Background: an optimization exercise with open tools, aiming at small area. Do not read the settings as production practice.
In this exercise RTL edits were held to simulation tests only and were not proved equivalent to the original.
Power is estimated from default activity; no workload was simulated.

## flow/design.v

```verilog
`timescale 1ns / 1ps
module Snake(input up, input down, input left, input right, input reset, input clk,
output reg B, output reg R, output VS, output HS, output reg G, output [3:0] AN, output [6:0] seven,
input speed1, input speed2, input level1, input level2);
reg [9:0] hc_r, vc_r;    
wire [10:0] hc = {1'b0, hc_r};
wire [10:0] vc = {1'b0, vc_r};
reg blank, hs_r, vs_r;
assign HS = hs_r;
assign VS = vs_r;
wire h_end = (hc == 11'd800);
always @(posedge clk) begin
	if (reset) begin
		hc_r <= 10'd0; vc_r <= 10'd0; blank <= 1'b0; hs_r <= 1'b1; vs_r <= 1'b1;
	end else begin
		hc_r <= h_end ? 10'd0 : hc_r + 10'd1;
		if (h_end) vc_r <= (vc_r == 10'd525) ? 10'd0 : vc_r + 10'd1;
		blank <= ~(hc < 11'd640 && vc < 11'd480);
		hs_r <= ~(hc >= 11'd648 && hc < 11'd744);
		vs_r <= ~(vc >= 11'd482 && vc < 11'd484);
	end
end
wire vis = ~blank;
wire [8:0] hq = hc[10:2];
wire [1:0] hr = hc[1:0];
wire [8:0] vq = vc[10:2];
wire [1:0] vr = vc[1:0];
reg [18:0] slow_count;
reg slow_clk, slow_clk_d;
reg [1:0] level;
wire [18:0] slow_next = slow_count + 19'd1;
always @(posedge clk) begin
	if (reset) begin
		slow_count <= 19'd0; slow_clk <= 1'b0; slow_clk_d <= 1'b0;
	end else begin
		slow_count <= slow_next;
		case ({speed1,speed2})
		2'd0: slow_clk <= slow_next[18];
		2'd1: slow_clk <= slow_next[17];
		2'd2: slow_clk <= slow_next[16];
		default: slow_clk <= slow_next[15];
		endcase
		slow_clk_d <= slow_clk;
	end
	level <= {level1,level2};
end
wire move_en = slow_clk & ~slow_clk_d;
reg [3:0] d;           
reg [3:0] state, nstate;
reg lose;
always @(posedge clk) begin
	if (reset) begin
		d <= 4'd0; state <= 4'd0;
	end else if (lose) begin
		d <= 4'd0; state <= nstate;
	end else if (up & ~d[1]) begin
		d <= 4'b0001; state <= nstate;
	end else if (down & ~d[0]) begin
		d <= 4'b0010; state <= nstate;
	end else if (left & ~d[3]) begin
		d <= 4'b0100; state <= nstate;
	end else if (right & ~d[2]) begin
		d <= 4'b1000; state <= nstate;
	end
end
reg [8:0] px0, py0;
reg [7:0] sx [1:25];
reg [6:0] sy [1:25];
wire [8:0] hx = (px0 == 9'd160) ? 9'd0 : (px0 == 9'd507) ? 9'd160 : px0;
wire [8:0] hy = (py0 == 9'd115) ? 9'd0 : (py0 == 9'd507) ? 9'd115 : py0;
wire [7:0] hx_s = (hx >= 9'd160) ? 8'd160 : hx[7:0];
wire [6:0] hy_s = (hy >= 9'd120) ? 7'd120 : hy[6:0];
wire moving = |state;
wire shift = move_en & moving;
integer k;
always @(posedge clk) begin
	if (reset) begin
		px0 <= 9'd25; py0 <= 9'd25;
		sx[1] <= 8'd20; sy[1] <= 7'd25;
		sx[2] <= 8'd15; sy[2] <= 7'd25;
		sx[3] <= 8'd10; sy[3] <= 7'd25;
		sx[4] <= 8'd5;  sy[4] <= 7'd25;
		sx[5] <= 8'd0;  sy[5] <= 7'd25;
		sx[6] <= 8'd0;  sy[6] <= 7'd20;
		sx[7] <= 8'd0;  sy[7] <= 7'd15;
		sx[8] <= 8'd0;  sy[8] <= 7'd10;
		sx[9] <= 8'd0;  sy[9] <= 7'd5;
		for (k = 10; k <= 25; k = k + 1) begin
			sx[k] <= (k - 10) * 5; sy[k] <= 7'd0;
		end
		nstate <= 4'd0;
	end else if (move_en) begin
		px0 <= hx + (state[3] ? 9'd5 : state[2] ? -9'd5 : 9'd0);
		py0 <= hy + (state[1] ? 9'd5 : state[0] ? -9'd5 : 9'd0);
		if (moving) begin
			sx[1] <= hx_s; sy[1] <= hy_s;
			for (k = 2; k <= 25; k = k + 1) begin
				sx[k] <= sx[k-1]; sy[k] <= sy[k-1];
			end
		end
		nstate <= d;
	end
end
reg [4:0] sc_hi;
reg [1:0] sc_th;
reg [3:0] sc_hu, sc_te, sc_on;
wire sc_big = (sc_hi != 5'd0) | (sc_th != 2'd0) | (sc_hu != 4'd0);
function automatic sc_ge; input integer n;
	sc_ge = sc_big | (sc_te > n / 10) | ((sc_te == n / 10) & (sc_on >= n % 10));
endfunction
reg [25:1] segq;
reg [25:1] seg;
wire [5:0] hqh = hq[8:3], vqh = vq[8:3];
wire [5:0] hqh1 = hqh - 6'd1, vqh1 = vqh - 6'd1;
wire hqz = (hqh == 6'd0), vqz = (vqh == 6'd0);
wire [4:0] hp = hc[4:0], vp = vc[4:0];
function automatic segA; input [2:0] xl; input [4:0] p;
	case (xl)
	3'd0: segA = (p >= 5'd1) & (p <= 5'd19);
	3'd1: segA = (p >= 5'd5) & (p <= 5'd23);
	3'd2: segA = (p >= 5'd9) & (p <= 5'd27);
	3'd3: segA = (p >= 5'd13);
	3'd4: segA = (p >= 5'd17);
	3'd5: segA = (p >= 5'd21);
	3'd6: segA = (p >= 5'd25);
	default: segA = (p >= 5'd29);
	endcase
endfunction
function automatic segB; input [2:0] xl; input [4:0] p;
	case (xl)
	3'd4: segB = (p <= 5'd3);
	3'd5: segB = (p <= 5'd7);
	3'd6: segB = (p <= 5'd11);
	3'd7: segB = (p <= 5'd15);
	default: segB = 1'b0;
	endcase
endfunction
function automatic headA; input [2:0] xl; input [4:0] p;
	case (xl)
	3'd0: headA = (p <= 5'd20);
	3'd1: headA = (p >= 5'd4) & (p <= 5'd24);
	3'd2: headA = (p >= 5'd8) & (p <= 5'd28);
	3'd3: headA = (p >= 5'd12);
	3'd4: headA = (p >= 5'd16);
	3'd5: headA = (p >= 5'd20);
	3'd6: headA = (p >= 5'd24);
	default: headA = (p >= 5'd28);
	endcase
endfunction
function automatic headB; input [2:0] xl; input [4:0] p;
	case (xl)
	3'd3: headB = (p <= 5'd0);
	3'd4: headB = (p <= 5'd4);
	3'd5: headB = (p <= 5'd8);
	3'd6: headB = (p <= 5'd12);
	3'd7: headB = (p <= 5'd16);
	default: headB = 1'b0;
	endcase
endfunction
function automatic swinc; input [10:0] c; input [8:0] x;
	reg [5:0] qh, qh1;
	begin
		qh = c[10:5]; qh1 = qh - 6'd1;
		swinc = ((qh == x[8:3]) & segA(x[2:0], c[4:0])) | ((qh1 == x[8:3]) & (qh != 6'd0) & segB(x[2:0], c[4:0]));
	end
endfunction
function automatic swin;
	input [5:0] qh, qh1; input qz; input [4:0] p; input [8:0] x;
	swin = ((qh == x[8:3]) & segA(x[2:0], p)) | ((qh1 == x[8:3]) & ~qz & segB(x[2:0], p));
endfunction
function automatic hwin;
	input [5:0] qh, qh1; input qz; input [4:0] p; input [8:0] x;
	hwin = ((qh == x[8:3]) & headA(x[2:0], p)) | ((qh1 == x[8:3]) & ~qz & headB(x[2:0], p));
endfunction
wire [10:0] hc_n = h_end ? 11'd0 : hc + 11'd1;
wire [10:0] vc_n = (vc == 11'd525) ? 11'd0 : vc + 11'd1;
wire [8:0] cmpx = (hc_n[1:0] == 2'd1) ? hc_n[10:2] : hc_n[10:2] - 9'd5;
wire [8:0] cmpy = (vc_n[1:0] == 2'd1) ? vc_n[10:2] : vc_n[10:2] - 9'd5;
wire opx = (hc_n[1:0] == 2'd1), clx = (hc_n[1:0] == 2'd0);
wire opy = (vc_n[1:0] == 2'd1), cly = (vc_n[1:0] == 2'd0);
wire vwrap = (vc == 11'd525);
reg [25:1] nx, my;
reg [25:1] ex, ey, nx_s, my_s;
always @(*) begin
	for (k = 1; k <= 25; k = k + 1) begin
		ex[k] = ({1'b0, sx[k]} == cmpx);
		ey[k] = ({2'b0, sy[k]} == cmpy);
		nx_s[k] = ~h_end & ((ex[k] & opx) | (nx[k] & ~(ex[k] & clx)));
		my_s[k] = h_end ? (~vwrap & ((ey[k] & opy) | (my[k] & ~(ey[k] & cly)))) : my[k];
	end
end
always @(posedge clk) begin
	if (reset) begin
		nx <= 25'd0; my <= 25'd0;
	end else if (shift) begin
		nx <= {nx_s[24:1], swinc(hc_n, {1'b0, hx_s})};
		my <= {my_s[24:1], swinc(h_end ? vc_n : vc, {2'b0, hy_s})};
	end else begin
		nx <= nx_s; my <= my_s;
	end
end
always @(*) begin
	for (k = 1; k <= 25; k = k + 1) begin
		if (reset)
			seg[k] = 1'b0;
		else if (sc_ge(k))
			seg[k] = vis & nx[k] & my[k];
		else
			seg[k] = segq[k];
	end
end
wire snakehead = vis & hwin(hqh, hqh1, hqz, hp, px0) & hwin(vqh, vqh1, vqz, vp, py0);
reg [4:0] fi, fj, fci, fcj;
wire [10:0] fx0 = {fi, 4'b0} + {fi, 2'b0} + 11'd5;
wire [10:0] fy0 = {fj, 4'b0} + {fj, 2'b0} + 11'd5;
wire [10:0] fdx = hc - fx0;
wire [10:0] fdy = vc - fy0;
wire food = vis & (hc >= fx0) & (fdx <= 11'd10) & (vc >= fy0) & (fdy <= 11'd10);
reg [3:0] obst;
always @(*) begin
	case (level)
	2'd1: obst = {
		vis & (hc >= 1 & hc <= 639 & vc >= 1 & vc <= 19),
		vis & (hc >= 1 & hc <= 639 & vc >= 461 & vc <= 479),
		vis & (hc >= 1 & hc <= 19 & vc >= 1 & vc <= 479),
		vis & (hc >= 621 & hc <= 639 & vc >= 1 & vc <= 479)};
	2'd2: obst = {
		vis & (hc >= 221 & hc <= 419 & vc >= 61 & vc <= 79),
		vis & (hc >= 521 & hc <= 539 & vc >= 161 & vc <= 319),
		vis & (hc >= 221 & hc <= 419 & vc >= 401 & vc <= 419),
		vis & (hc >= 101 & hc <= 119 & vc >= 161 & vc <= 319)};
	2'd3: obst = {
		vis & (hc >= 161 & hc <= 479 & vc >= 81 & vc <= 99),
		vis & (hc >= 161 & hc <= 479 & vc >= 181 & vc <= 199),
		vis & (hc >= 161 & hc <= 479 & vc >= 281 & vc <= 299),
		vis & (hc >= 161 & hc <= 479 & vc >= 381 & vc <= 399)};
	default: obst = 4'd0;
	endcase
end
wire obstacle = |obst;
wire [10:0] h = hc, v = vc;
wire letters = vis & (
	(h >=210 & h <= 220 & v >= 180 & v <= 280) |
	(h >=210 & h <= 240 & v >= 270 & v <= 280) |
	(h >=250 & h <= 280 & v >= 180 & v <= 190) |
	(h >=270 & h <= 280 & v >= 180 & v <= 280) |
	(h >=250 & h <= 280 & v >= 270 & v <= 280) |
	(h >=250 & h <= 260 & v >= 180 & v <= 280) |
	(h >=290 & h <= 320 & v >= 180 & v <= 190) |
	(h >=290 & h <= 300 & v >= 180 & v <= 230) |
	(h >=290 & h <= 320 & v >= 225 & v <= 235) |
	(h >=310 & h <= 320 & v >= 230 & v <= 280) |
	(h >=290 & h <= 320 & v >= 270 & v <= 280) |
	(h >=330 & h <= 360 & v >= 180 & v <= 190) |
	(h >=330 & h <= 340 & v >= 180 & v <= 280) |
	(h >=330 & h <= 360 & v >= 225 & v <= 235) |
	(h >=330 & h <= 360 & v >= 270 & v <= 280) |
	(h >=370 & h <= 425 & v >= 180 & v <= 190) |
	(h >=415 & h <= 425 & v >= 180 & v <= 230) |
	(h >=370 & h <= 425 & v >= 225 & v <= 235) |
	(h >=370 & h <= 380 & v >= 180 & v <= 280) |
	(h >=380 & h <= 390 & v >= 235 & v <= 245) |
	(h >=390 & h <= 400 & v >= 245 & v <= 255) |
	(h >=400 & h <= 410 & v >= 255 & v <= 265) |
	(h >=410 & h <= 420 & v >= 265 & v <= 275) |
	(h >=415 & h <= 425 & v >= 270 & v <= 280));
wire show_letters = ~reset & lose & letters;
wire hit = snakehead & (obstacle | (|seg[25:2]));
wire eat = snakehead & food;
wire relocate = eat | (food & (obstacle | (|seg)));
wire [4:0] fci_n = (fci == 5'd29) ? 5'd0 : fci + 5'd1;
wire [4:0] fcj_n = (fcj == 5'd20) ? 5'd0 : fcj + 5'd1;
always @(posedge clk) begin
	segq <= seg;
	lose <= (~reset & lose) | hit;
	if (reset) begin
		sc_hi <= 5'd0; sc_th <= 2'd0; sc_hu <= 4'd0; sc_te <= 4'd0; sc_on <= {3'd0, eat};
	end else if (eat) begin
		if (sc_th == 2'd2 && sc_hu == 4'd0 && sc_te == 4'd4 && sc_on == 4'd7) begin
			sc_hi <= sc_hi + 5'd1; sc_th <= 2'd0; sc_hu <= 4'd0; sc_te <= 4'd0; sc_on <= 4'd0;
		end else if (sc_on != 4'd9) begin
			sc_on <= sc_on + 4'd1;
		end else begin
			sc_on <= 4'd0;
			if (sc_te != 4'd9) sc_te <= sc_te + 4'd1;
			else begin
				sc_te <= 4'd0;
				if (sc_hu != 4'd9) sc_hu <= sc_hu + 4'd1;
				else begin sc_hu <= 4'd0; sc_th <= sc_th + 2'd1; end
			end
		end
	end
	if (reset) begin
		fci <= 5'd20; fcj <= 5'd20; fi <= 5'd20; fj <= 5'd20;
	end else begin
		if (~lose) begin
			fci <= fci_n; fcj <= fcj_n;
		end
		if (relocate) begin
			fi <= lose ? fci : fci_n;
			fj <= lose ? fcj : fcj_n;
		end
	end
	B <= food;
	G <= snakehead | (|seg);
	R <= obstacle | show_letters;
end
reg [1:0] dcount;
reg an_on;             
reg [3:0] smallbin;
assign AN = an_on ? ~(4'b0001 << (dcount - 2'd1)) : 4'b0000;
wire tick = (slow_count[15:0] == 16'd50001);
always @(posedge clk) begin
	if (reset) begin
		dcount <= 2'd0; an_on <= 1'b0; smallbin <= 4'd0;
	end else if (tick) begin
		case (dcount)
		2'd0: smallbin <= sc_on;
		2'd1: smallbin <= sc_te;
		2'd2: smallbin <= sc_hu;
		default: smallbin <= {2'b00, sc_th};
		endcase
		an_on <= 1'b1;
		dcount <= dcount + 2'd1;
	end
end
reg [6:0] seg7;
assign seven = seg7;
always @(*)
	case (smallbin)
	4'h0: seg7 = 7'b1000000;
	4'h1: seg7 = 7'b1111001;
	4'h2: seg7 = 7'b0100100;
	4'h3: seg7 = 7'b0110000;
	4'h4: seg7 = 7'b0011001;
	4'h5: seg7 = 7'b0010010;
	4'h6: seg7 = 7'b0000010;
	4'h7: seg7 = 7'b1111000;
	4'h8: seg7 = 7'b0000000;
	4'h9: seg7 = 7'b0010000;
	4'ha: seg7 = 7'b0001000;
	4'hb: seg7 = 7'b0000011;
	4'hc: seg7 = 7'b1000110;
	4'hd: seg7 = 7'b0100001;
	4'he: seg7 = 7'b0000110;
	default: seg7 = 7'b0001110;
	endcase
endmodule
```

## flow/flow/run.sh

```bash
#!/bin/bash
# Layout flow: the standard synthesis; then the combinational logic between the
# registers is re-mapped with area-oriented ABC scripts (the registers, their names
# and cell types stay as the standard synthesis made them) and the smallest result is
# kept; then the standard layout, with a clock tree built from fewer, larger clusters
# and the smallest buffer on each port.
# Each tool's output goes to a log file of its own in the work folder.
set -euo pipefail
WORK=$(pwd)
R=$WORK/orfs/results/$FLOW_PLATFORM/Snake/base
LIB=$FLOW_HOME/platforms/$FLOW_PLATFORM/lib/sky130_fd_sc_hd__tt_025C_1v80.lib

bash standard.sh synth > $WORK/flow_synth.log 2>&1
cp $R/1_2_yosys.v $WORK/standard_1_2_yosys.v

best=""; best_area=""
pids=()
for s in $WORK/flow/*.abc; do
  n=$(basename $s .abc)
  sed -e "s#@LIB@#$LIB#g" -e "s#@IN@#$WORK/standard_1_2_yosys.v#g" -e "s#@OUT@#$WORK/reopt_$n.v#g" \
      -e "s#@ABC@#$s#g" $WORK/flow/reopt.ys > $WORK/reopt_$n.ys
  ( timeout 1200 yosys -s $WORK/reopt_$n.ys > $WORK/flow_reopt_$n.log 2>&1 || true ) &
  pids+=($!)
done
for p in "${pids[@]}"; do wait $p || true; done
for s in $WORK/flow/*.abc; do
  n=$(basename $s .abc)
  f=$WORK/reopt_$n.v.after.stat
  [[ -s $WORK/reopt_$n.v && -f $f ]] || continue
  a=$(grep "Chip area for top module" $f | awk '{print $NF}')
  echo "$n $a" >> $WORK/reopt_areas.txt
  if [[ -z "$best_area" ]] || awk "BEGIN{exit !($a < $best_area)}"; then best=$n; best_area=$a; fi
done
echo "chosen: $best $best_area" >> $WORK/reopt_areas.txt
if [[ -n "$best" ]]; then
  cp $WORK/reopt_$best.v $R/1_2_yosys.v
  rm -f $R/1_synth.odb $R/1_synth.sdc
fi

if [[ -f $WORK/flow/cts_args.txt ]]; then
  export CTS_ARGS="$(cat $WORK/flow/cts_args.txt)"
fi
export BUFFER_PORTS_ARGS="-buffer_cell sky130_fd_sc_hd__buf_1"
bash standard.sh finish > $WORK/flow_finish.log 2>&1
```

## flow/flow/cts_args.txt

```
-sink_clustering_enable -repair_clock_nets -dont_use_dummy_load -buf_list sky130_fd_sc_hd__clkbuf_8 -sink_clustering_size 18 -sink_clustering_max_diameter 50
```

## flow/flow/d1.abc

```
strash; ifraig; scorr; dc2; balance; rewrite; refactor; balance; rewrite; rewrite -z; balance; refactor -z; rewrite -z; balance; &get -n; &deepsyn -T 150 -S 1; &put; dch -f; amap; topo
```

## flow/flow/d2.abc

```
strash; ifraig; scorr; dc2; balance; rewrite; refactor; balance; rewrite; rewrite -z; balance; refactor -z; rewrite -z; balance; &get -n; &deepsyn -T 150 -S 2; &put; dch -f; amap; topo
```

## flow/flow/d3.abc

```
strash; &get -n; &deepsyn -T 150 -S 3; &put; dch -f; amap; topo
```

## flow/flow/d4.abc

```
strash; ifraig; scorr; dc2; balance; rewrite; refactor; balance; rewrite; rewrite -z; balance; refactor -z; rewrite -z; balance; &get -n; &deepsyn -T 150 -S 4; &put; strash; dc2; dch -f; amap; topo
```

## flow/flow/k.abc

```
strash; ifraig; scorr; dc2; strash; balance; rewrite; refactor; balance; rewrite; rewrite -z; balance; refactor -z; rewrite -z; balance; dch -f; amap; topo
```

## flow/flow/reopt.ys

```
read_liberty -ignore_miss_func @LIB@
read_verilog @IN@
hierarchy -top Snake
setattr -mod -set keep_hierarchy 1 sky130_fd_sc_hd__dfxtp_1 sky130_fd_sc_hd__dfrtp_1 sky130_fd_sc_hd__dfstp_1 sky130_fd_sc_hd__edfxtp_1 sky130_fd_sc_hd__dfxbp_1
tee -o @OUT@.before.stat stat -liberty @LIB@
flatten
opt_clean
abc -liberty @LIB@ -dont_use sky130_fd_sc_hd__lpflow_bleeder_1 -dont_use sky130_fd_sc_hd__lpflow_clkbufkapwr_1 -dont_use sky130_fd_sc_hd__lpflow_clkbufkapwr_16 -dont_use sky130_fd_sc_hd__lpflow_clkbufkapwr_2 -dont_use sky130_fd_sc_hd__lpflow_clkbufkapwr_4 -dont_use sky130_fd_sc_hd__lpflow_clkbufkapwr_8 -dont_use sky130_fd_sc_hd__lpflow_clkinvkapwr_1 -dont_use sky130_fd_sc_hd__lpflow_clkinvkapwr_16 -dont_use sky130_fd_sc_hd__lpflow_clkinvkapwr_2 -dont_use sky130_fd_sc_hd__lpflow_clkinvkapwr_4 -dont_use sky130_fd_sc_hd__lpflow_clkinvkapwr_8 -dont_use sky130_fd_sc_hd__lpflow_decapkapwr_12 -dont_use sky130_fd_sc_hd__lpflow_decapkapwr_3 -dont_use sky130_fd_sc_hd__lpflow_decapkapwr_4 -dont_use sky130_fd_sc_hd__lpflow_decapkapwr_6 -dont_use sky130_fd_sc_hd__lpflow_decapkapwr_8 -dont_use sky130_fd_sc_hd__lpflow_inputiso0n_1 -dont_use sky130_fd_sc_hd__lpflow_inputiso0p_1 -dont_use sky130_fd_sc_hd__lpflow_inputiso1n_1 -dont_use sky130_fd_sc_hd__lpflow_inputiso1p_1 -dont_use sky130_fd_sc_hd__lpflow_inputisolatch_1 -dont_use sky130_fd_sc_hd__lpflow_isobufsrc_1 -dont_use sky130_fd_sc_hd__lpflow_isobufsrc_16 -dont_use sky130_fd_sc_hd__lpflow_isobufsrc_2 -dont_use sky130_fd_sc_hd__lpflow_isobufsrc_4 -dont_use sky130_fd_sc_hd__lpflow_isobufsrc_8 -dont_use sky130_fd_sc_hd__lpflow_isobufsrckapwr_16 -dont_use sky130_fd_sc_hd__lpflow_lsbuf_lh_hl_isowell_tap_1 -dont_use sky130_fd_sc_hd__lpflow_lsbuf_lh_hl_isowell_tap_2 -dont_use sky130_fd_sc_hd__lpflow_lsbuf_lh_hl_isowell_tap_4 -dont_use sky130_fd_sc_hd__lpflow_lsbuf_lh_isowell_4 -dont_use sky130_fd_sc_hd__lpflow_lsbuf_lh_isowell_tap_1 -dont_use sky130_fd_sc_hd__lpflow_lsbuf_lh_isowell_tap_2 -dont_use sky130_fd_sc_hd__lpflow_lsbuf_lh_isowell_tap_4 -dont_use sky130_fd_sc_hd__probe_p_8 -dont_use sky130_fd_sc_hd__probec_p_8  -script @ABC@
opt_clean -purge
setundef -zero
hilomap -singleton -hicell sky130_fd_sc_hd__conb_1 HI -locell sky130_fd_sc_hd__conb_1 LO
insbuf -buf sky130_fd_sc_hd__buf_4 A X
splitnets
opt_clean -purge
tee -o @OUT@.after.stat stat -liberty @LIB@
select Snake
write_verilog -noattr -nohex -nodec -selected @OUT@
```

## flow/standard.sh

```bash
#!/bin/bash
# synth_recipe.tcl (not shown) runs the flow's synth.tcl, then flattens the netlist and writes it again
# the make line also repeats each setting of config.mk as NAME=value (left out here)
make -C /OpenROAD-flow-scripts/flow DESIGN_CONFIG=/design/flow/config.mk WORK_HOME=/design/flow/orfs CLKGATE_MAP_FILE= SYNTH_SCRIPT=/design/flow/synth_recipe.tcl "${@:-finish}"
```

## flow/config.mk

```make
export PLATFORM = sky130hd
export DESIGN_NAME = Snake
export DESIGN_NICKNAME = Snake
export VERILOG_FILES = /design/flow/design.v
export SDC_FILE = /design/flow/constraint.sdc
export NUM_CORES = 4
export LEC_CHECK = 0
export ABC_AREA = 1
export CAP_MARGIN = 20
export CORE_MARGIN = 2
export CORE_UTILIZATION = 60
export SLEW_MARGIN = 20
```

## flow/constraint.sdc

```tcl
create_clock -name core_clock -period 12.0 [get_ports {clk}]
set_input_delay 2.4000 -clock core_clock [delete_from_list [all_inputs] [get_ports {clk}]]
set_output_delay 2.4000 -clock core_clock [all_outputs]
set_load 0.01 [all_outputs]
```

==> impl_results.md, run 1 <==
- Status: timing/DRC/antenna clean
- Pre-CTS setup slack: 4.52 ns
- Crit path kind: reg2reg
- Worst-path fanout max: 26
- DRC Markers: 0
- R2R Setup Slk: 5.41 ns
- Peak VDD IR: 0.000128 V
- Dpl cell area: approximately 27000 um^2
- Largest net degree at the start of global routing: 258
- Cell count along the critical path: 17
- Switching Fraction: about a quarter
- Drt pass-1 iters: 8
- Seq pwr share: 60.7%
- Final Wtd Congestion: roughly 0.94
- Overall Global Routing Usage: roughly a third
- Syn_nets: roughly 3200
- Wire per inst: between 20 and 25 um
- Crit path buf inv count: 5
- Setup Skew: about 0.065 ns
- Initial antenna violation count: 1
- Number of global-route vias before repair: between 20000 and 25000
- WL final: 78000 um
- CP Cell Sequence: clkinv_1 > nor2_1 > clkinv_1 > nor2_1 > clkinv_1 > nand2_1 > clkinv_1 > nor2b_1 > buf_4 > or2_0 > a31oi_1 > a2111oi_0 > o221ai_1 > nor2b_1 > o21ai_0 > o21a_1 > o32ai_1
- Via count: 25580
- Clock share of power: a little under a third
- Area delta synth->final: 7.32%
- Total power draw: 3300 uW
- CTS root buffer: clkbuf_8
- R2r startpoint: vc_r[1]$_SDFFE_PP0P_
- First-pass GRT wire length: between 100000 and 150000 um
- Share of cells above drive strength 1: 3.20%
- Worst skew pair latency: 0.69 ns
- CP startpoint: vc_r[1]$_SDFFE_PP0P_
- Endpoints failing setup: 0
- Dpl hpwl: between 50000 and 60000 um
- Post-route setup TNS: 0 ns
- Leak pwr: 0.00878 uW
- Die area: ~44000 um^2
- Fin. max-slew vios: 0
- Slew headroom: 18.9%
- Most frequent CP cell: clkinv_1
- Yosys warning count: 3
- DRT iter0 DRCs: between 3000 and 4000
- Max cap viols: 0
- Die width: 210 um
- Mapped Avg Cell Area: approximately 8.1 um^2
- Fin nets: between 3000 and 4000
- Critical Path RT: ~13 ns
- Final Util: between 60% and 70%
- Psw: ~870 uW
- Vias per cell: between 6 and 7
- Int Pwr: ~2400 uW
- Pwr/cell area: roughly 120 nW/um^2
- Post-Syn Instances: approximately 3200
- # hold bufs at CTS: 0
- Postcts setup bufs: 0
- Data arrival, critical path: approximately 7 ns
- H-tree Lvls: 2
- Fill cell total of the finished layout: approximately 3700
- Min Tclk post-route: between 6 and 7 ns
- CP startpoint kind: register
- Slowest-stage cell, CP: clkinv_1
- Design Area, Final: 27400 um^2
- CP endpoint kind: register
- Tcrit/Tclk final: between 50% and 60%
- FMAX: roughly 150 MHz
- I/O Buffers: 25
- Hold WC Path Type: reg2reg
- TritonCTS buffer count: 49
- Post-synthesis cell area: about 26000 um^2
- Ports: 26
- Reg2reg end: my[25]$_SDFFE_PP0P_
- Num rows: 75
- CTS Sinks: 583
- Hold Fails Final Rpt: 0
- Die H: between 200 and 250 um
- Crit path max-delay family: simple AND/OR/NAND/NOR gates
- Final worst slack: ~5.4 ns
- Post-route ant nets: 0
- Comb pwr share: 9.2%
- RSZ-0062 raised after global routing: false
- Worst-Margin Slew: 1.21 ns
- R2R cell count: 17
- Critical Path Max Stage Delay: between 0.8 and 0.9 ns
- Clk slew on worst S/H paths: 0.11 ns
- CTS tree: built
- Overflow left after global routing: 0
- Maximum clock path buffer count: 3
- Core Region: 42000 um^2
- Starting Density: 60.8%
- Post-cts resize count: 0
- Worst Setup EP: my[25]$_SDFFE_PP0P_
-- cell type report --
type                    count  area (um^2)  area share (%)
multi-input cells        2047        11900            43.5
repair buffers             70          465            1.70
diodes                      1         2.50         0.00912
clock buffers              49          674            2.46
well taps                 539          674            2.46
flip-flops and latches    583        11700            42.6
inverters                 530         2000            7.29
-- worst reg2reg max path, stage by stage (launching register included) --
cell       delay [ns]
dfxtp_1          0.52
clkinv_1         0.83
nor2_1           0.64
clkinv_1         0.39
nor2_1           0.23
clkinv_1         0.13
nand2_1          0.48
clkinv_1         0.49
nor2b_1          0.63
buf_4            0.35
or2_0            0.15
a31oi_1          0.11
a2111oi_0        0.41
o221ai_1         0.36
nor2b_1          0.22
o21ai_0          0.18
o21a_1           0.25
o32ai_1          0.10
-- layout by cell type (no fill, tap or decap), types with 20 or more instances in the layout --
cell         n
nor2b_1     20
o21a_1      32
a221oi_1    27
buf_4       43
nor2_1     389
dfxtp_1    582
o22ai_1    531
a22oi_1     59
a222oi_1    23
nor3_1      74
nand2_1    149
o221ai_1    87
a211oi_1    35
o2111ai_1   20
a31oi_1     22
clkbuf_8    49
o22a_1      27
a2111oi_0   34
nand3_1     50
o21ai_0    155
clkinv_1   527
nor4_1      25
a21oi_1    134
buf_1       24
-- power by group through the flow --
stage / Combinational (uW) / Sequential (uW) / Clock (uW)
final: 304 / 2000 / 992
after floorplan: 198 / 2040 / 0
after detailed placement: 292 / 2040 / 0
after CTS: 294 / 2000 / 1010
after global placement: 287 / 2040 / 0
after global routing: 328 / 2000 / 1070
-- how the worst min path moves through the flow --
stage / cells past startpoint / endpoint / slack [ns] / startpoint
3_3_place_gp: 1 / slow_count[18]$_SDFF_PP0_ / 0.43 / slow_count[18]$_SDFF_PP0_
5_1_grt: 1 / slow_count[18]$_SDFF_PP0_ / 0.47 / slow_count[18]$_SDFF_PP0_
2_1_floorplan: 1 / R$_DFF_P_ / 0.40 / blank$_SDFF_PP0_
3_5_place_dp: 1 / slow_count[18]$_SDFF_PP0_ / 0.44 / slow_count[18]$_SDFF_PP0_
6_report: 2 / sx[2][1]$_SDFFE_PP1P_ / 0.44 / sx[1][1]$_SDFFE_PP0P_
4_1_cts: 2 / sx[2][1]$_SDFFE_PP1P_ / 0.45 / sx[1][1]$_SDFFE_PP0P_
-- routing by layer --
| layer | GRT usage [%] | share of wire [%] |
|---|---|---|
| met5 | 0 | 0 |
| met4 | 14.4 | 3.9 |
| met3 | 5.02 | 8.2 |
| met2 | 54.8 | 45 |
| met1 | 47.3 | 43 |
-- sequential cells by signal, summed over array words and instances, names as in the netlist, 7 cells and up --
register,flops
vc_r,10
hc_r,10
sy,175
px0,9
py0,9
seven,7
slow_count,19
segq,25
sx,200
my,25
nx,25
-- metrics by stage --
stage          instances  hold slack, ns
3_5_place_dp        3767           0.437
4_1_cts             3816           0.446
3_3_place_gp        3767           0.430
5_1_grt             3818           0.473
2_1_floorplan       3160           0.400
6_report            3819           0.443
==> inputs of run 2 (changes only) <==
==> flow/flow/cts_args.txt (replaced) <==
-sink_clustering_enable -repair_clock_nets -dont_use_dummy_load -buf_list sky130_fd_sc_hd__clkbuf_4 -sink_clustering_size 10 -sink_clustering_max_diameter 40
==> flow/flow/d2.abc (replaced) <==
strash; ifraig; scorr; dc2; balance; rewrite; refactor; balance; rewrite; rewrite -z; balance; refactor -z; rewrite -z; balance; &get -n; &deepsyn -T 200 -S 2; &put; dch -f; amap; topo
==> flow/flow/d7.abc (new file) <==
strash; ifraig; scorr; dc2; balance; rewrite; refactor; balance; rewrite; rewrite -z; balance; refactor -z; rewrite -z; balance; &get -n; &deepsyn -T 200 -S 7; &put; dch -f; amap; topo
==> flow/flow/d8.abc (new file) <==
strash; ifraig; scorr; dc2; balance; rewrite; refactor; balance; rewrite; rewrite -z; balance; refactor -z; rewrite -z; balance; &get -n; &deepsyn -T 200 -S 8; &put; dch -f; amap; topo
==> flow/flow/d9.abc (new file) <==
strash; ifraig; scorr; dc2; balance; rewrite; refactor; balance; rewrite; rewrite -z; balance; refactor -z; rewrite -z; balance; &get -n; &deepsyn -T 200 -S 9; &put; strash; dc2; dch -f; amap; topo
removed: flow/flow/d1.abc
removed: flow/flow/d3.abc
removed: flow/flow/d4.abc
==> impl_results.md, run 2 <==
- R2r startpoint: hc_r[1]$_SDFF_PP0_
- Leak pwr: approximately 0.0086 uW
- Mapped Avg Cell Area: about 8.3 um^2
- Status: timing/DRC/antenna clean
- Die area: about 44000 um^2
- Final Util: roughly two thirds
- Area delta synth->final: 6.90%
- Num rows: 75
- RSZ-0062 raised after global routing: false
- Maximum clock path buffer count: 3
- Fin. max-slew vios: 0
- R2R Setup Slk: 6.19 ns
- Fin Hold WS: 0.432 ns
- Die width: 209 um
- Pwr/cell area: 114 nW/um^2
- Endpoints failing setup: 0
- Post-route setup TNS: 0 ns
- Max cap viols: 0
- Post-route ant nets: 0
- Critical Path RT: about 13 ns
- Largest net degree at the start of global routing: ~250
- Wire per inst: about 20 um
- Most frequent cells in the layout: dfxtp_1 (582), clkinv_1 (519), o22ai_1 (515)
- Hold Fails Final Rpt: 0
- Number of global-route vias before repair: around 23000
- Slew headroom: roughly a quarter
- Setup Skew: 0.120 ns
- Crit path kind: reg2reg
- Min Tclk post-route: slightly below 6 ns
- Post-Syn Instances: roughly 3100
- CTS tree: built
- Vias per cell: 6.68
- Worst-path fanout max: 28
- Overflow left after global routing: 0
- Initial antenna violation count: 2
- CP startpoint kind: register
- Clk slew on worst S/H paths: 0.11 ns
- Tcrit/Tclk final: between 40% and 50%
- WL final: roughly 74000 um
- Peak VDD IR: between 0.00009 and 0.0001 V
- Worst Hold Endpoint: sx[13][0]$_SDFFE_PP1P_
- Die H: roughly 210 um
- Syn_nets: slightly above 3000
- Min-Delay Path Depth: 2
- First-pass GRT wire length: approximately 120000 um
- Drt pass-1 iters: 9
- Post-synthesis cell area: approximately 25000 um^2
- I/O Buffers: 25
- CTS root buffer: clkbuf_4
- Most common cell after layout, fill and taps aside: dfxtp_1
- Core Region: 41800 um^2
- Dpl hpwl: 50500 um
- Worst-Margin Slew: approximately 1.1 ns
- DRC Markers: 0
- Data arrival, critical path: 6.58 ns
- Starting Density: between 60% and 70%
- R2R cell count: 17
- DRT iter0 DRCs: 2782
- Ports: 26
- H-tree Lvls: 3
- Share of cells above drive strength 1: roughly 4.0%
- TritonCTS buffer count: between 80 and 90
- Reg2reg end: sc_th[1]$_SDFFE_PP0P_
- Overall Global Routing Usage: between 30% and 40%
- Post-cts resize count: 0
- Worst skew pair latency: between 0.8 and 0.9 ns
- Worst Min Path Start: sx[12][0]$_SDFFE_PP0P_
- Hold WC Path Type: reg2reg
- CTS Sinks: about 600
- Yosys warning count: 3
- # hold bufs at CTS: 0
- Largest Register: sx
- Postcts setup bufs: 0
- Largest regs: sx: 200 flops, sy: 175 flops
- Total power draw: around 3100 uW
- FMAX: ~170 MHz
- Via count: about 25000
- Final Wtd Congestion: ~0.97
- Fin nets: roughly 3200
- CP endpoint kind: register
- Max reg flops: 200
## run 2: worst max-delay path by stage
| stage | startpoint | end | slack, ns | depth (start not counted) |
|---|---|---|---|---|
| 3_5_place_dp | reset | fi[4]$_SDFFE_PP1P_ | 5.85 | 11 |
| 5_1_grt | hc_r[1]$_SDFF_PP0_ | sc_th[1]$_SDFFE_PP0P_ | 5.75 | 17 |
| 4_1_cts | sc_hu[3]$_SDFFE_PP0P_ | fj[2]$_SDFFE_PP1P_ | 6.06 | 20 |
| 2_1_floorplan | reset | nx[1]$_SDFF_PP0_ | 1.28 | 5 |
| 3_3_place_gp | reset | my[3]$_SDFF_PP0_ | 5.92 | 8 |
| 6_report | hc_r[1]$_SDFF_PP0_ | sc_th[1]$_SDFFE_PP0P_ | 6.19 | 17 |
## run 2: final cells by class
type | instances | area (um^2)
diodes | 3 | 7.51
clock buffers | 81 | 608
fillers | 3640 | 14700
inverters | 520 | 1950
multi-input cells | 1964 | 11800
flip-flops and latches | 583 | 11700
well taps | 539 | 674
repair buffers | 59 | 367
## run 2: worst max-delay path, cell delays in order, from the launching register on
cell       delay, ns
dfxtp_1         0.38
nor2_1          0.29
clkinv_1        0.80
nor2_1          0.65
a31oi_1         0.15
a2111oi_0       0.31
a41oi_1         0.23
nor3_1          0.77
clkinv_1        0.28
nor4_1          0.47
and3_1          0.27
nand2_1         0.12
nor2_1          0.16
nand2_1         0.10
o21ai_0         0.21
nor2_1          0.10
and2_0          0.19
a211oi_1        0.23
## run 2: layer usage
metal | global-route usage [%] | wire, um | vias to the layer above
met1 | 46.0 | 32100 | 11779
li1 | - | - | 12082
met3 | 5.25 | 6070 | 168
met5 | 0 | 0 | -
met2 | 53.6 | 33700 | 1028
met4 | 10.9 | 2160 | 0
## run 2: power by group
group	leakage, uW	switching, uW	internal, uW
registers	0.00471	13.7	1950
logic	0.00350	137	51.1
clock network	0.000373	635	309
total	0.00858	785	2310
## run 2: metrics by stage
stage               cell area, um^2  setup WS (ns)  cells
floorplan                     25300           1.28   3067
global placement              26400           5.92   3665
detailed placement            26400           5.85   3665
CTS                           27000           6.06   3746
global route                  27100           5.75   3749
finish                        27100           6.19   3749
==> inputs of run 3 (changes only) <==
--- a/flow/flow/run.sh
+++ b/flow/flow/run.sh
@@ -20,5 +20,5 @@
   sed -e "s#@LIB@#$LIB#g" -e "s#@IN@#$WORK/standard_1_2_yosys.v#g" -e "s#@OUT@#$WORK/reopt_$n.v#g" \
       -e "s#@ABC@#$s#g" $WORK/flow/reopt.ys > $WORK/reopt_$n.ys
-  ( timeout 1200 yosys -s $WORK/reopt_$n.ys > $WORK/flow_reopt_$n.log 2>&1 || true ) &
+  ( timeout 2400 yosys -s $WORK/reopt_$n.ys > $WORK/flow_reopt_$n.log 2>&1 || true ) &
   pids+=($!)
 done
==> flow/flow/d10.abc (new file) <==
strash; ifraig; scorr; dc2; balance; rewrite; refactor; balance; rewrite; rewrite -z; balance; refactor -z; rewrite -z; balance; &get -n; &deepsyn -T 400 -S 10; &put; dch -f; amap; topo
==> flow/flow/d11.abc (new file) <==
strash; ifraig; scorr; dc2; balance; rewrite; refactor; balance; rewrite; rewrite -z; balance; refactor -z; rewrite -z; balance; &get -n; &deepsyn -T 400 -S 11; &put; dch -f; amap; topo
==> flow/flow/d12.abc (new file) <==
strash; ifraig; scorr; dc2; balance; rewrite; refactor; balance; rewrite; rewrite -z; balance; refactor -z; rewrite -z; balance; &get -n; &deepsyn -T 400 -S 12; &put; strash; dc2; dch -f; amap; topo
==> flow/flow/d2.abc (replaced) <==
strash; ifraig; scorr; dc2; balance; rewrite; refactor; balance; rewrite; rewrite -z; balance; refactor -z; rewrite -z; balance; &get -n; &deepsyn -T 400 -S 2; &put; dch -f; amap; topo
removed: flow/flow/d7.abc
removed: flow/flow/d8.abc
removed: flow/flow/d9.abc
==> impl_results.md, run 3 <==
- Data arrival, critical path: about 7.0 ns
- # hold bufs at CTS: 0
- Worst-path fanout max: 29
- Max cap viols: 0
- Maximum clock path buffer count: 3
- CP endpoint kind: register
- Post-synthesis cell area: ~25000 um^2
- Hold Fails Final Rpt: 0
- DRC Markers: 0
- Setup Skew: 0.129 ns
- Fin. max-slew vios: 0
- Dpl hpwl: ~53000 um
- Peak VDD IR: 0.0000865 V
- Area delta synth->final: 7.06%
- Most frequent CP cell: clkinv_1
- CTS Sinks: roughly 600
- Slew headroom: between 20% and 30%
- Clk slew on worst S/H paths: approximately 0.11 ns
- Crit path buf inv count: 7
- Cells after DPL: about 3700
- CTS tree: built
- Hold WC Path Type: reg2reg
- Num rows: 75
- Largest regs: sx: 200 flops, sy: 175 flops
- TritonCTS buffer count: 81
- Yosys warning count: 3
- Pwr/cell area: ~120 nW/um^2
- Crit path max-delay family: buffers and inverters
- Critical Path Max Stage Delay: 0.76 ns
- Leak pwr: about 0.0089 uW
- Slowest-stage cell, CP: clkinv_1
- Initial antenna violation count: 3
- I/O Buffers: 25
- Register area: around 12000 um^2
- Drt pass-1 iters: 9
- Fin cells: around 3800
- Area of the multi-input gates: about 12000 um^2
- Fill cell total of the finished layout: approximately 3700
- Post-route ant nets: 0
- FMAX: roughly 160 MHz
- Number of global-route vias before repair: between 20000 and 25000
- Mapped Avg Cell Area: just over 8 um^2
- Largest Register: sx
- Post-cts resize count: 0
- Min Tclk post-route: 6.26 ns
- Status: timing/DRC/antenna clean
- Tcrit/Tclk final: a little over half
- Worst skew pair latency: 0.90 ns
- Endpoints failing setup: 0
- Die width: 210 um
- Core Region: 41900 um^2
- Post-Syn Instances: between 3000 and 4000
- H-tree Lvls: 3
- Largest net degree at the start of global routing: between 200 and 250
- DRT iter0 DRCs: approximately 3000
- WL final: 79100 um
- Most frequent cells in the layout: dfxtp_1 (582), clkinv_1 (533), o22ai_1 (529)
- Die H: between 200 and 250 um
- First-pass GRT wire length: about 120000 um
- Total power draw: ~3400 uW
- CP Cell Sequence: clkinv_1 > nor2_1 > clkinv_1 > nor2_1 > clkinv_1 > nor2_1 > clkinv_1 > nor2_1 > clkinv_1 > o21ai_2 > buf_4 > clkinv_1 > or2_0 > a222oi_1 > o2111ai_1 > a221oi_1 > o221ai_1 > o21ai_0 > o21ai_0 > o22ai_1
- Final Wtd Congestion: roughly 0.99
- Most common cell after layout, fill and taps aside: dfxtp_1
- Crit path kind: reg2reg
- Syn_nets: 3112
- Wire per inst: ~21 um
- Critical Path RT: between 10 and 15 ns
- Vias per cell: between 6 and 7
- Via count: roughly 26000
- Die area: about 44000 um^2
- Pre-CTS setup slack: about 5.7 ns
- Starting Density: approximately 61%
- Ports: 26
- Fin nets: ~3300
- Final worst slack: 5.74 ns
- Overflow left after global routing: 0
- Share of cells above drive strength 1: 4.22%
- CTS root buffer: clkbuf_4
- Post-route setup TNS: 0 ns
- Overall Global Routing Usage: roughly a third
- RSZ-0062 raised after global routing: false
- Worst-Margin Slew: between 1 and 1.5 ns
- Max reg flops: 200
- Postcts setup bufs: 0
- CP startpoint kind: register
run 3: final timing paths:
kind                         start                     to  slack, ns  depth (start not counted)
max             hc_r[1]$_SDFF_PP0_       nx[5]$_SDFF_PP0_       5.74                         20
min          sx[3][0]$_SDFFE_PP0P_  sx[4][0]$_SDFFE_PP1P_       0.40                          2
max reg2reg     hc_r[1]$_SDFF_PP0_       nx[5]$_SDFF_PP0_       5.74                         20
min reg2reg  sx[3][0]$_SDFFE_PP0P_  sx[4][0]$_SDFFE_PP1P_       0.40                          2
run 3: stage by stage:
step                      hold slack (ns)  area [um^2]  util, %
after global placement              0.407        26600     63.4
after floorplan                     0.398        25400        -
after global routing                0.459        27200     65.0
final                               0.399        27200     65.0
after detailed placement            0.414        26600     63.4
after CTS                           0.420        27200     64.9
run 3: per-layer routing:
layer | wire length [um] | vias up | track usage [%]
met5 | 26 | - | 0
met3 | 6530 | 221 | 5.91
li1 | - | 12103 | -
met4 | 3130 | 4 | 14.9
met2 | 35500 | 1225 | 55.8
met1 | 34000 | 12076 | 47.1
run 3: cell type report:
| type | instances | area share [%] |
|---|---|---|
| multi-input combinational | 1983 | 43.3 |
| sequential | 583 | 42.9 |
| inverter | 536 | 7.44 |
| tap | 539 | 2.48 |
| clock buffer | 81 | 2.24 |
| timing repair buffer | 66 | 1.57 |
| antenna | 2 | 0.0184 |
run 3: worst register-to-register path, stage by stage (launching register included):
cell       delay [ns]
dfxtp_1          0.43
clkinv_1         0.21
nor2_1           0.31
clkinv_1         0.76
nor2_1           0.42
clkinv_1         0.13
nor2_1           0.17
clkinv_1         0.13
nor2_1           0.18
clkinv_1         0.13
o21ai_2          0.07
buf_4            0.32
clkinv_1         0.64
or2_0            0.67
a222oi_1         0.35
o2111ai_1        0.20
a221oi_1         0.24
o221ai_1         0.24
o21ai_0          0.22
o21ai_0          0.18
o22ai_1          0.18
run 3: report_power, final:
group | switching (uW) | total [uW] | internal, uW
combinational | 250 | 371 | 122
clock | 645 | 955 | 310
sequential | 54.8 | 2070 | 2020
total | 949 | 3400 | 2450

## static timing again, ports no longer ideal
How much do the figures lean on ideal ports? The routed layouts below were timed once more, with nothing changed but the port constraints. Step 1, drivers: a clkbuf_16 drives clk and a buf_2 each remaining input, both assumed. Step 2 also shifts input and output timing later by t, the mid clock arrival at the registers, as if the neighbouring blocks saw the same clock. Slacks: ideal / step 1 / step 2; pairs: ideal / step 1.
run	shift t [ns]	setup WS [ns]	worst setup path at the end
run 1	0.720	5.409 / 5.409 / 4.796	input to register
run 2	0.860	6.186 / 6.186 / 6.014	input to register
run 3	0.891	5.740 / 5.740 / 5.512	input to register
After both steps setup and hold are still met in every run listed. The setup slack of run 1, which loses most, moves by 0.000 ns with the drivers and by -0.613 ns with both steps.
